From an optimization exercise on the open Yosys and OpenROAD flow, aimed at small area, a short achievable clock period and few clock cycles; shortcuts taken in it are not production practice.
Where RTL was checked, it was by simulation tests only, not by an equivalence proof against the original.
For run 2, only the layout was checked, not whether the RTL still works.

<file path="flow/design.v">
module Rotational_Cordic #( 
	parameter 	INT_LENGTH				=	7, 
	parameter		FRAC_LENGTH				=	11,
	parameter 	NUM_OF_ITERATIONS	=	11
)  (
input  wire                                        CLK,
input  wire                                        RST,
input  wire                                        ENABLE,
input  wire signed  [INT_LENGTH+FRAC_LENGTH-1:0]	 Xo,
input  wire signed  [INT_LENGTH+FRAC_LENGTH-1:0]	 Yo,
input  wire signed  [INT_LENGTH+FRAC_LENGTH-1:0]	 Zo,
output reg 	signed  [INT_LENGTH+FRAC_LENGTH-1:0]	 XN,
output reg 	signed  [INT_LENGTH+FRAC_LENGTH-1:0]	 YN,
output reg                                         Done
);
localparam WORD_LENGTH = INT_LENGTH + FRAC_LENGTH ;
wire signed [WORD_LENGTH-1:0] two_pi                = 'h03243 ;
wire signed [WORD_LENGTH-1:0] minus_two_pi          = 'h3cdbc ;
wire signed [WORD_LENGTH-1:0] pi                    = 'h01921 ;
wire signed [WORD_LENGTH-1:0] half_pi               = 'h00c90 ;
wire signed [WORD_LENGTH-1:0] minus_half_pi         = 'h3f36f ;
wire signed [WORD_LENGTH-1:0] three_pi_over_2       = 'h025b2 ;
wire signed [WORD_LENGTH-1:0] minus_three_pi_over_2 = 'h3da4d ;
wire signed [WORD_LENGTH-1:0] Kn               			= 'h004db ;
reg 	signed [WORD_LENGTH-1:0] 	x_n_reg ;
reg 	signed [WORD_LENGTH-1:0] 	y_n_reg ;
reg 	signed [WORD_LENGTH-1:0] 	z_n_reg ;
wire 	signed [2*WORD_LENGTH-1:0] XN_double  ;
wire 	signed [2*WORD_LENGTH-1:0] YN_double  ;
wire 	signed	[WORD_LENGTH-1:0] x_shifted ;
wire 	signed	[WORD_LENGTH-1:0] y_shifted ;
reg 	[$clog2(NUM_OF_ITERATIONS):0] Count_iterations_reg;
reg flag_reg;
reg neg_reg;
wire before_end;
reg signed  [WORD_LENGTH-1:0]    arctan_LUT    [NUM_OF_ITERATIONS - 1:0];
integer i;
always @(posedge CLK or negedge RST) begin
	if (!RST) begin
		for ( i = 0 ; i <= (NUM_OF_ITERATIONS - 1) ; i = i + 1 ) begin
        	arctan_LUT [i] <= 'b0;
    	end 
	end
	else begin
		arctan_LUT[0]  <= 'b000000011001001000 ;
		arctan_LUT[1]  <= 'b000000001110110101 ;
		arctan_LUT[2]  <= 'b000000000111110101 ;
		arctan_LUT[3]  <= 'b000000000011111110 ;
		arctan_LUT[4]  <= 'b000000000001111111 ;
		arctan_LUT[5]  <= 'b000000000000111111 ;
		arctan_LUT[6]  <= 'b000000000000011111 ;
		arctan_LUT[7]  <= 'b000000000000001111 ;
		arctan_LUT[8]  <= 'b000000000000000111 ;
		arctan_LUT[9]  <= 'b000000000000000011 ;
		arctan_LUT[10] <= 'b000000000000000001 ;
	end
end
always @(posedge CLK or negedge RST)
 begin
	if (!RST) begin
		x_n_reg 	<= 'b0;
		y_n_reg		<= 'b0;
		z_n_reg 	<= 'b0;
		flag_reg	<=	'b0;
		Done        <=  'b0;
		neg_reg     <=  'b0;
		Count_iterations_reg <= 0;
	end
	else begin 
		if(ENABLE) begin
			x_n_reg 	<= 	Xo;
			y_n_reg 	<= 	Yo;
			flag_reg	<=	'b1;
			Done        <=  'b0;
			Count_iterations_reg <= 'b0;
			neg_reg     <=  ((Zo >= (half_pi) && Zo <= (three_pi_over_2)) ||
			                 (Zo <= (minus_half_pi) && Zo >= (minus_three_pi_over_2)));
      if(Zo	>=	two_pi)    begin
      	z_n_reg <= Zo - two_pi ;
      end        
      else if(Zo <= minus_two_pi) begin
      	z_n_reg <= Zo + two_pi ;
      end
      else if(Zo >= (half_pi) && Zo <= (three_pi_over_2)) begin
      	z_n_reg <= Zo - pi;       
      end
      else if(Zo > (three_pi_over_2) && Zo <= (two_pi)) begin
      	z_n_reg <= Zo - two_pi;            
      end
      else if(Zo >= (minus_three_pi_over_2) && Zo <= (minus_half_pi)) begin
      	z_n_reg <= Zo + pi;
      end
      else if(Zo >= (minus_two_pi) && Zo < (minus_three_pi_over_2))	begin
      	z_n_reg <= Zo + two_pi;
      end
      else begin 
      	z_n_reg <= Zo;
      end
		end
	  else if( flag_reg == 'b1 ) begin   
			if (z_n_reg[WORD_LENGTH-1])  begin
			      x_n_reg <= x_n_reg + y_shifted ;
			      y_n_reg <= y_n_reg - x_shifted ;
			      z_n_reg <= z_n_reg + arctan_LUT[Count_iterations_reg] ;
			end
			else begin
			      x_n_reg <= x_n_reg - y_shifted ;
			      y_n_reg <= y_n_reg + x_shifted ;
			      z_n_reg <= z_n_reg - arctan_LUT[Count_iterations_reg] ;		   	
			end
			if(Count_iterations_reg	==	(NUM_OF_ITERATIONS)) begin
			    flag_reg	 <=	'b0;
			    Done         <= 'b1;     
			    z_n_reg      <= 'b0;
			end
			else begin
			    Count_iterations_reg <=  Count_iterations_reg + 1'b1 ;
			    Done                 <=  'b0;
			    flag_reg	         <=	 'b1;
			end
	  end
	  else begin
			flag_reg	<=	'b0;
			x_n_reg 	<= 	'b0;
			y_n_reg		<= 	'b0;
			z_n_reg 	<= 	'b0;
			Done        <=  'b0;
			Count_iterations_reg	<=	'b0;
	  end
	end
end
assign before_end=(Count_iterations_reg==(NUM_OF_ITERATIONS))? 1'b1:1'b0;
assign x_shifted = x_n_reg >>> Count_iterations_reg;
assign y_shifted = y_n_reg >>> Count_iterations_reg;
assign XN_double = x_n_reg * Kn ;
assign YN_double = y_n_reg * Kn ;
always@(posedge CLK,negedge RST)begin
    if(!RST) begin
        XN <= 'b0;
        YN <= 'b0;
    end
	else if(before_end && !Done)  begin
	    if(neg_reg)
	    begin
	    	XN <= - XN_double[WORD_LENGTH+FRAC_LENGTH-1:FRAC_LENGTH];
	    	YN <= - YN_double[WORD_LENGTH+FRAC_LENGTH-1:FRAC_LENGTH];
	    end
	    else begin
	    	XN <= XN_double[WORD_LENGTH+FRAC_LENGTH-1:FRAC_LENGTH];
	    	YN <= YN_double[WORD_LENGTH+FRAC_LENGTH-1:FRAC_LENGTH];	         	
	    end
	 end
end
endmodule
</file>
<file path="flow/run.sh">
#!/bin/bash
# synth_recipe.tcl (not shown) runs the flow's synth.tcl, then flattens the netlist and writes it again
# the make line also repeats each setting of config.mk as NAME=value (left out here)
make -C /OpenROAD-flow-scripts/flow DESIGN_CONFIG=/design/flow/config.mk WORK_HOME=/design/flow/orfs CLKGATE_MAP_FILE= SYNTH_SCRIPT=/design/flow/synth_recipe.tcl finish
</file>
<file path="flow/config.mk">
export PLATFORM = sky130hd
export DESIGN_NAME = Rotational_Cordic
export DESIGN_NICKNAME = Rotational_Cordic
export VERILOG_FILES = /design/flow/design.v
export SDC_FILE = /design/flow/constraint.sdc
export NUM_CORES = 4
export LEC_CHECK = 0
export CAP_MARGIN = 20
export CORE_MARGIN = 2
export CORE_UTILIZATION = 40
export PLACE_DENSITY = 0.6
export SLEW_MARGIN = 20
</file>
<file path="flow/constraint.sdc">
create_clock -name core_clock -period 8.0 [get_ports {CLK}]
set_input_delay 1.6000 -clock core_clock [delete_from_list [all_inputs] [get_ports {CLK}]]
set_output_delay 1.6000 -clock core_clock [all_outputs]
set_load 0.01 [all_outputs]
</file>
==> results of run 1 <==
[Yosys cell counts (all sizes together) (41+ instances only)]
cell	number
dfrtp	99
nor2	130
nor3	41
ha	226
xor2	66
xnor2	90
o21ai	178
a21oi	125
clkbuf	86
nand2	203
inv	309
fa	157
[routing by layer]
metal | up-vias | share of wire, % | track usage, % | wire, um
met3 | 77 | 3.9 | 2.14 | 2060
met2 | 406 | 49 | 38.0 | 26200
met5 | - | 0 | 0 | 0
met1 | 8039 | 44 | 27.1 | 23500
li1 | 8137 | - | - | -
met4 | 0 | 2.9 | 7.46 | 1550
[worst min path at each step]
stage                       start            endpoint  slack [ps]  cells past startpoint
6_report        YN[2]$_DFFE_PN0P_   YN[2]$_DFFE_PN0P_         480                      2
5_1_grt        XN[15]$_DFFE_PN0P_  XN[15]$_DFFE_PN0P_         510                      2
4_1_cts         YN[7]$_DFFE_PN0P_   YN[7]$_DFFE_PN0P_         490                      2
3_5_place_dp    XN[6]$_DFFE_PN0P_   XN[6]$_DFFE_PN0P_         470                      2
3_3_place_gp    XN[9]$_DFFE_PN0P_   XN[9]$_DFFE_PN0P_         460                      2
2_1_floorplan  flag_reg$_DFF_PN0_  flag_reg$_DFF_PN0_         470                      1
[worst min-delay path, cell delays in order (launching register included)]
cell and delay, ps:
dfrtp_1 340, nand2_1 40, o21ai_0 60
[per-stage QoR]
stage          hold WS, ps  cells  instance area, um2
6_report               478   2948               21100
4_1_cts                486   2948               21100
5_1_grt                512   2948               21100
2_1_floorplan          472   2320               19400
3_3_place_gp           461   2932               20800
3_5_place_dp           470   2932               20800
[kinds of logic (layout without fill, tap and decap cells)]
| kind of cell | Yosys count | in the layout | share of synthesized area [%] |
|---|---|---|---|
| multiplexers | 72 | 72 | 5.97 |
| XOR/XNOR | 156 | 156 | 7.05 |
| adder cells (fa/ha/maj) | 383 | 383 | 30.8 |
| AND/OR/NAND/NOR | 556 | 556 | 13.7 |
| flip-flops | 99 | 99 | 12.8 |
| buffers and inverters | 422 | 435 | 8.35 |
| other | 1 | 1 | 0.0193 |
| AO/OA/AOI/OAI | 631 | 631 | 21.3 |
[final cells by class]
class	count	area (um2)
fillers	4720	26700
clock inverters	5	67.6
inverters	310	1160
multi-input cells	1799	15300
repair buffers	109	1040
well taps	615	769
clock buffers	11	253
flip-flops and latches	99	2480
==> impl_metrics.env, run 1 <==
export IMPL_status="no timing/DRC/antenna violations"
export IMPL_port_buffers=93
export IMPL_startpoint_type="flip-flop"
export IMPL_crit_start="y_n_reg[9]$_DFF_PN0_"
export IMPL_ctsHtreeMaxLevel=3
export IMPL_r2r_cells=20
export IMPL_cpPeakStageDelay_ps=550
export IMPL_finClkSkew_ps=11.7
export IMPL_cts_made_buffers=9
export IMPL_max_clock_path_buffers=2
export IMPL_setup_viol=0
export IMPL_cts_setup_buffers=0
export IMPL_synth_area_mm2=0.0194
export IMPL_antenna_left=0
export IMPL_rsz0062_at_grt="no"
export IMPL_ys_types=91
export IMPL_max_freq_ghz=0.155
export IMPL_grt_max_degree=73
export IMPL_grt_pass1_vias=16700
export IMPL_yosys_area_top_type="fa_1"
export IMPL_die_width_um=224
export IMPL_r2r_end="YN[17]$_DFFE_PN0P_"
export IMPL_setup_tns_ps=0
export IMPL_grt_antenna_before_repair=0
export IMPL_ys_top_cells_by_area="fa_1, ha_1, dfrtp_1"
export IMPL_grt_total_usage_pct=21.4
export IMPL_n_antenna_cell=0
export IMPL_ys_ff_latch=99
export IMPL_clkTransAtPathRegs_ps=70
export IMPL_postLayoutSetupSlackWorst_ps=1540
export IMPL_hold_violations=0
export IMPL_cts_num_sinks=99
export IMPL_cts_tree="done"
export IMPL_via_count=16700
export IMPL_tightest_slew_ps=1090
export IMPL_dieArea_mm2=0.0503
export IMPL_start_util_pct=40.6
export IMPL_slew_viol_final=0
export IMPL_die_h_um=224
export IMPL_arrival_ps=6710
export IMPL_path_depth=20
export IMPL_yosysWarningCount=2
export IMPL_path_cells="ha_1 -> xor2_1 -> ha_1 -> fa_1 -> fa_1 -> inv_1 -> fa_1 -> inv_1 -> ha_1 -> a21oi_1 -> o21bai_1 -> a21o_1 -> a221o_1 -> xor2_1 -> nor4_1 -> a41oi_1 -> o32a_1 -> nor3_1 -> xnor2_1 -> o21ai_1"
export IMPL_syn_to_final_growth_pct=8.70
export IMPL_yosysTopAreaCellShare_pct=16.2
export IMPL_totalWireLength_mm=53.3
export IMPL_drive_above_1_share_pct=4.97
export IMPL_place_ws_ps=1560
export IMPL_cts_hold_buf=0
export IMPL_crit_path_top_delay_cell="fa_1"
export IMPL_synth_async_sr_flop_share_pct=100
export IMPL_syn_inst=2320
export IMPL_grt_pass1_wl_mm=87.1
export IMPL_cts_root_buffer="clkbuf_16"
export IMPL_clkLatencyLatePin_ps=390
export IMPL_drt_first_pass_iters=5
export IMPL_initialDrtViolationCount=1227
export IMPL_min_path_type="flip-flop to flip-flop"
export IMPL_final_cell_mix="inv_1, ha_1, nand2_1"
export IMPL_pin_count=94
export IMPL_cap_viol_max_count=0
export IMPL_synth_net_count=2760
export IMPL_endpoint_kind="flip-flop"
export IMPL_syn_area_per_cell_um2=8.36
export IMPL_globalplace_congestion=0.902
export IMPL_worstSetupPathType="flip-flop to flip-flop"
export IMPL_post_route_util_pct=44.1
export IMPL_core_area_mm2=0.0477
export IMPL_viasPerCell=5.65
export IMPL_period_minus_slack_ps=6460
export IMPL_cp_required_ps=8250
export IMPL_worst_r2r_setup_slack_ps=1540
export IMPL_cp_num_buf_inv=2
export IMPL_crit_family="adder cells"
export IMPL_final_common_cell="inv_1"
export IMPL_placementRows=80
export IMPL_crit_reg2reg_launch="y_n_reg[9]$_DFF_PN0_"
export IMPL_overflow=0
export IMPL_fin_crit_sh_pct=80.7
export IMPL_dp_hpwl_mm=42.8
export IMPL_ys_seq_area_share_pct=12.8
export IMPL_nets=2768
export IMPL_wl_per_cell_um=18.1
export IMPL_max_slew_margin_pct=27.0
export IMPL_crit_end="YN[17]$_DFFE_PN0P_"
export IMPL_drcViolationCount=0
export IMPL_synth_edff_count=0
export IMPL_cts_repair_resized=0
export IMPL_synth_ff_type="dfrtp_1"
export IMPL_crit_fanout=10
Testbench counts, summed over its fixed seeds: cycles 20,800.
==> run 2, diff against run 1 <==
==> flow/design.v (replaced) <==
module Rotational_Cordic #(
	parameter INT_LENGTH = 7,
	parameter FRAC_LENGTH = 11,
	parameter NUM_OF_ITERATIONS = 11
) (
input  wire                      CLK,
input  wire                      RST,
input  wire                      ENABLE,
input  wire signed [17:0]        Xo,
input  wire signed [17:0]        Yo,
input  wire signed [17:0]        Zo,
output wire signed [17:0]        XN,
output wire signed [17:0]        YN,
output reg                       Done
);
localparam signed [17:0] TWO_PI=18'h03243, M2PI=18'h3cdbc, PI=18'h01921, HPI=18'h00c90,
  MHPI=18'h3f36f, T3PI2=18'h025b2, M3PI2=18'h3da4d;
reg signed [17:0] x, y, z;
reg neg, busy;
reg [3:0] cnt;
wire ge2pi = Zo >= TWO_PI;
wire le2pi = Zo <= M2PI;
wire inpos = Zo >= HPI && Zo <= T3PI2;
wire inneg = Zo >= M3PI2 && Zo <= MHPI;
wire hipos = Zo > T3PI2;
wire hineg = Zo < M3PI2;
wire signed [17:0] zred = (ge2pi | (hipos & ~ge2pi)) ? Zo - TWO_PI :
                          (le2pi | (hineg & ~le2pi)) ? Zo + TWO_PI :
                          inpos ? Zo - PI : inneg ? Zo + PI : Zo;
reg [17:0] a;
always @* case (cnt)
  4'd0: a = 18'h0648; 4'd1: a = 18'h03b5; 4'd2: a = 18'h01f5; 4'd3: a = 18'h00fe;
  4'd4: a = 18'h007f; 4'd5: a = 18'h003f; 4'd6: a = 18'h001f; 4'd7: a = 18'h000f;
  4'd8: a = 18'h0007; 4'd9: a = 18'h0003; default: a = 18'h0001;
endcase
wire s = z[17];
wire signed [17:0] xs = x >>> cnt;
wire signed [17:0] ys = y >>> cnt;
wire [17:0] xn = x + (ys ^ {18{~s}}) + {17'b0, ~s};
wire [17:0] yn = y + (xs ^ {18{s}}) + {17'b0, s};
wire [17:0] zn = z + (a ^ {18{~s}}) + {17'b0, ~s};
always @(posedge CLK or negedge RST)
  if (!RST) begin busy <= 1'b0; Done <= 1'b0; cnt <= 4'd0; end
  else begin
    Done <= busy && cnt == 4'd10;
    if (ENABLE) begin busy <= 1'b1; cnt <= 4'd0; end
    else if (busy) begin
      cnt <= cnt + 4'd1;
      if (cnt == 4'd10) busy <= 1'b0;
    end
  end
always @(posedge CLK)
  if (ENABLE) begin
    x <= Xo; y <= Yo; z <= zred;
    neg <= inpos | inneg;
  end else if (busy) begin
    x <= xn; y <= yn; z <= zn;
  end
wire signed [17:0] xq = x ^ {18{neg}};
wire signed [17:0] yq = y ^ {18{neg}};
wire [28:0] xe = {{11{xq[17]}}, xq};
wire [28:0] ye = {{11{yq[17]}}, yq};
wire [28:0] kc = neg ? 29'd3290 : 29'd0;
wire [28:0] P = (xe << 10) + (xe << 8) - (xe << 5) - (xe << 2) - xe + kc;
wire [28:0] Q = (ye << 10) + (ye << 8) - (ye << 5) - (ye << 2) - ye + kc;
assign XN = P[28:11];
assign YN = Q[28:11];
endmodule
==> impl_metrics.env, run 2 <==
export IMPL_cts_num_sinks=61
export IMPL_overflow=0
export IMPL_rsz0062_at_grt="no"
export IMPL_totalWireLength_mm=37.4
export IMPL_final_common_cell="inv_1"
export IMPL_ys_top_cells_by_area="ha_1, edfxtp_1, fa_1"
export IMPL_syn_to_final_growth_pct=11.3
export IMPL_startpoint_type="flip-flop"
export IMPL_hold_violations=0
export IMPL_clkTransAtPathRegs_ps=50
export IMPL_cts_tree="done"
export IMPL_dp_hpwl_mm=29.1
export IMPL_final_cell_mix="inv_1, ha_1, nand2_1"
export IMPL_crit_start="x[1]$_DFFE_PP_"
export IMPL_fin_crit_sh_pct=94.7
export IMPL_pin_count=94
export IMPL_crit_family="compound AO/OA/AOI/OAI gates"
export IMPL_endpoint_kind="output port"
export IMPL_die_h_um=191
export IMPL_crit_path_top_delay_cell="clkdlybuf4s50_1"
export IMPL_wl_per_cell_um=16.8
export IMPL_antenna_left=0
export IMPL_drt_first_pass_iters=5
export IMPL_yosysTopAreaCellShare_pct=14.7
export IMPL_synth_area_mm2=0.0139
export IMPL_drcViolationCount=0
export IMPL_initialDrtViolationCount=793
export IMPL_clkLatencyLatePin_ps=350
export IMPL_grt_total_usage_pct=20.9
export IMPL_grt_pass1_vias=12000
export IMPL_finClkSkew_ps=7.71
export IMPL_cp_num_buf_inv=2
export IMPL_cp_required_ps=6400
export IMPL_start_util_pct=40.4
export IMPL_grt_antenna_before_repair=1
export IMPL_cts_hold_buf=0
export IMPL_via_count=12200
export IMPL_synth_ff_type="edfxtp_1"
export IMPL_synth_edff_count=55
export IMPL_crit_reg2reg_launch="cnt[0]$_DFFE_PN0P_"
export IMPL_grt_pass1_wl_mm=61.1
export IMPL_synth_async_sr_flop_share_pct=9.84
export IMPL_cts_made_buffers=9
export IMPL_hold_start="busy$_DFF_PN0_"
export IMPL_arrival_ps=5980
export IMPL_path_depth=19
export IMPL_tightest_slew_ps=796
export IMPL_syn_inst=1733
export IMPL_viasPerCell=5.49
export IMPL_max_clock_path_buffers=2
export IMPL_post_route_util_pct=45.0
export IMPL_path_cells="ha_1 -> inv_1 -> xnor2_1 -> ha_1 -> o21bai_1 -> fa_1 -> ha_1 -> ha_1 -> a21o_1 -> a21o_1 -> a211o_1 -> o2111ai_1 -> o211ai_1 -> a221oi_1 -> a21oi_1 -> a21o_1 -> a21oi_1 -> xnor2_1 -> clkdlybuf4s50_1"
export IMPL_crit_fanout=6
export IMPL_cap_viol_max_count=0
export IMPL_synth_top_cells_by_count="inv_1, ha_1, nand2_1"
export IMPL_ys_ff_latch=61
export IMPL_r2r_cells=15
export IMPL_synth_net_count=2024
export IMPL_globalplace_congestion=0.911
export IMPL_cpPeakStageDelay_ps=560
export IMPL_largestRegisters="x (18), y (18), z (18)"
export IMPL_layoutNonFillerInstCount=2223
export IMPL_core_area_mm2=0.0345
export IMPL_placementRows=68
export IMPL_postLayoutSetupSlackWorst_ps=423
export IMPL_yosys_area_top_type="ha_1"
export IMPL_drive_above_1_share_pct=4.75
export IMPL_worstSetupPathType="flip-flop to output port"
export IMPL_slew_viol_final=0
export IMPL_ys_types=79
export IMPL_max_slew_margin_pct=46.6
export IMPL_syn_area_per_cell_um2=8.04
export IMPL_setup_viol=0
export IMPL_yosysMostFrequentCell="inv_1"
export IMPL_min_path_type="flip-flop to flip-flop"
export IMPL_dieArea_mm2=0.0363
export IMPL_ctsHtreeMaxLevel=3
export IMPL_cts_root_buffer="clkbuf_16"
export IMPL_max_freq_ghz=0.132
export IMPL_grt_max_degree=58
export IMPL_place_ws_ps=635
export IMPL_port_buffers=93
export IMPL_period_minus_slack_ps=7580
export IMPL_die_width_um=191
export IMPL_hold_path_depth=2
export IMPL_dp_cells=2205
export IMPL_setup_tns_ps=0
export IMPL_ys_seq_area_share_pct=12.9
export IMPL_nets=2053
export IMPL_cp_common_cell="ha_1"
export IMPL_status="no timing/DRC/antenna violations"
export IMPL_yosysWarningCount=1
==> run 2: layout make-up <==
| type | instances | area [um2] |
|---|---|---|
| fill | 3475 | 18900 |
| multi-input combinational | 1397 | 11100 |
| sequential | 61 | 1800 |
| timing repair buffer | 118 | 1120 |
| inverter | 175 | 657 |
| tap | 455 | 569 |
| clock buffer | 15 | 268 |
| clock inverter | 1 | 5.00 |
| antenna | 1 | 2.50 |
==> run 2: layer usage <==
metal / wire [um] / vias to the layer above / GRT usage (%)
met5: 0 / - / 0
met4: 922 / 0 / 6.53
met3: 1550 / 64 / 2.48
met2: 18800 / 313 / 38.5
met1: 16100 / 5775 / 25.1
li1: - / 6062 / -
==> run 2: metrics by stage <==
stage                     area (um2)  hold slack, ps
after floorplan                13900             664
after global placement         15200             632
after CTS                      15500             657
after detailed placement       15200             649
final                          15500             661
after global routing           15500             726
==> run 2: logic make-up (layout without fill, tap and decap cells) <==
group,count (synthesis),in the layout,synth area share [%]
xor gates and xnor gates,234,234,14.7
adders and majority gates,238,238,25.1
DFF,61,61,12.9
other,0,1,0
muxes,72,72,6.78
buffers and inverters,275,309,7.50
and+or+nand+nor,447,447,14.9
AOI/OAI and AO/OA,406,406,18.1
==> run 2: path summary, 6_finish.rpt <==
check / to / slack [ps]
worst max-delay path: XN[16] / 420
worst min-delay path: busy$_DFF_PN0_ / 660
worst max register to register: y[16]$_DFFE_PP_ / 2530
worst min register to register: busy$_DFF_PN0_ / 660
max in group asynchronous: cnt[0]$_DFFE_PN0P_ / 6290
min in group asynchronous: busy$_DFF_PN0_ / 1480
==> run 2: what timing repair did <==
| action | in CTS | in global routing |
|---|---|---|
| buffers inserted | 0 | 1 |
| endpoints found under the setup margin | 0 | 6 |
| gates resized for setup | 0 | 1 |
==> run 2: worst reg2reg max path, stage by stage, from the launching register on <==
cell and delay (ps):
dfrtp_2 800, buf_4 410, mux4_1 600, mux4_2 520
mux2_4 360, fa_1 410, a21o_1 170, a21oi_1 210
o21bai_1 90, a21o_1 200, a21oi_1 200, o21ai_0 220
a211oi_1 350, o21ai_0 160, and3_1 160, or3_1 350

re-timing with driven ports:
Ports are ideal in the flow. The routed layouts listed here were re-timed in OpenROAD.
Step 1: set_driving_cell puts a clkbuf_16 on CLK and a buf_2 on each other input, an assumption about the parent block.
Step 2 moves the port delays by t, midway between the first and last clock arrival at a register: inputs arrive t later, outputs are due t later. That takes back most of the time a late clock gives input paths.
Three values: ideal ports, drivers, drivers and shift; two values: the first two.
run | shift t [ns] | slack for setup (ns) | hold WS [ns] | clock arrival spread, ns | slew at the worst register clock pin (ns)
run 1 | 0.444 | 1.542 / 1.542 / 1.542 | 0.478 / 0.478 / 0.478 | 0.015 / 0.015 | 0.08 / 0.08
run 2 | 0.400 | 0.423 / 0.373 / 0.773 | 0.661 / 0.661 / 0.661 | 0.008 / 0.007 | 0.05 / 0.05
After both steps every run listed still meets setup and hold.
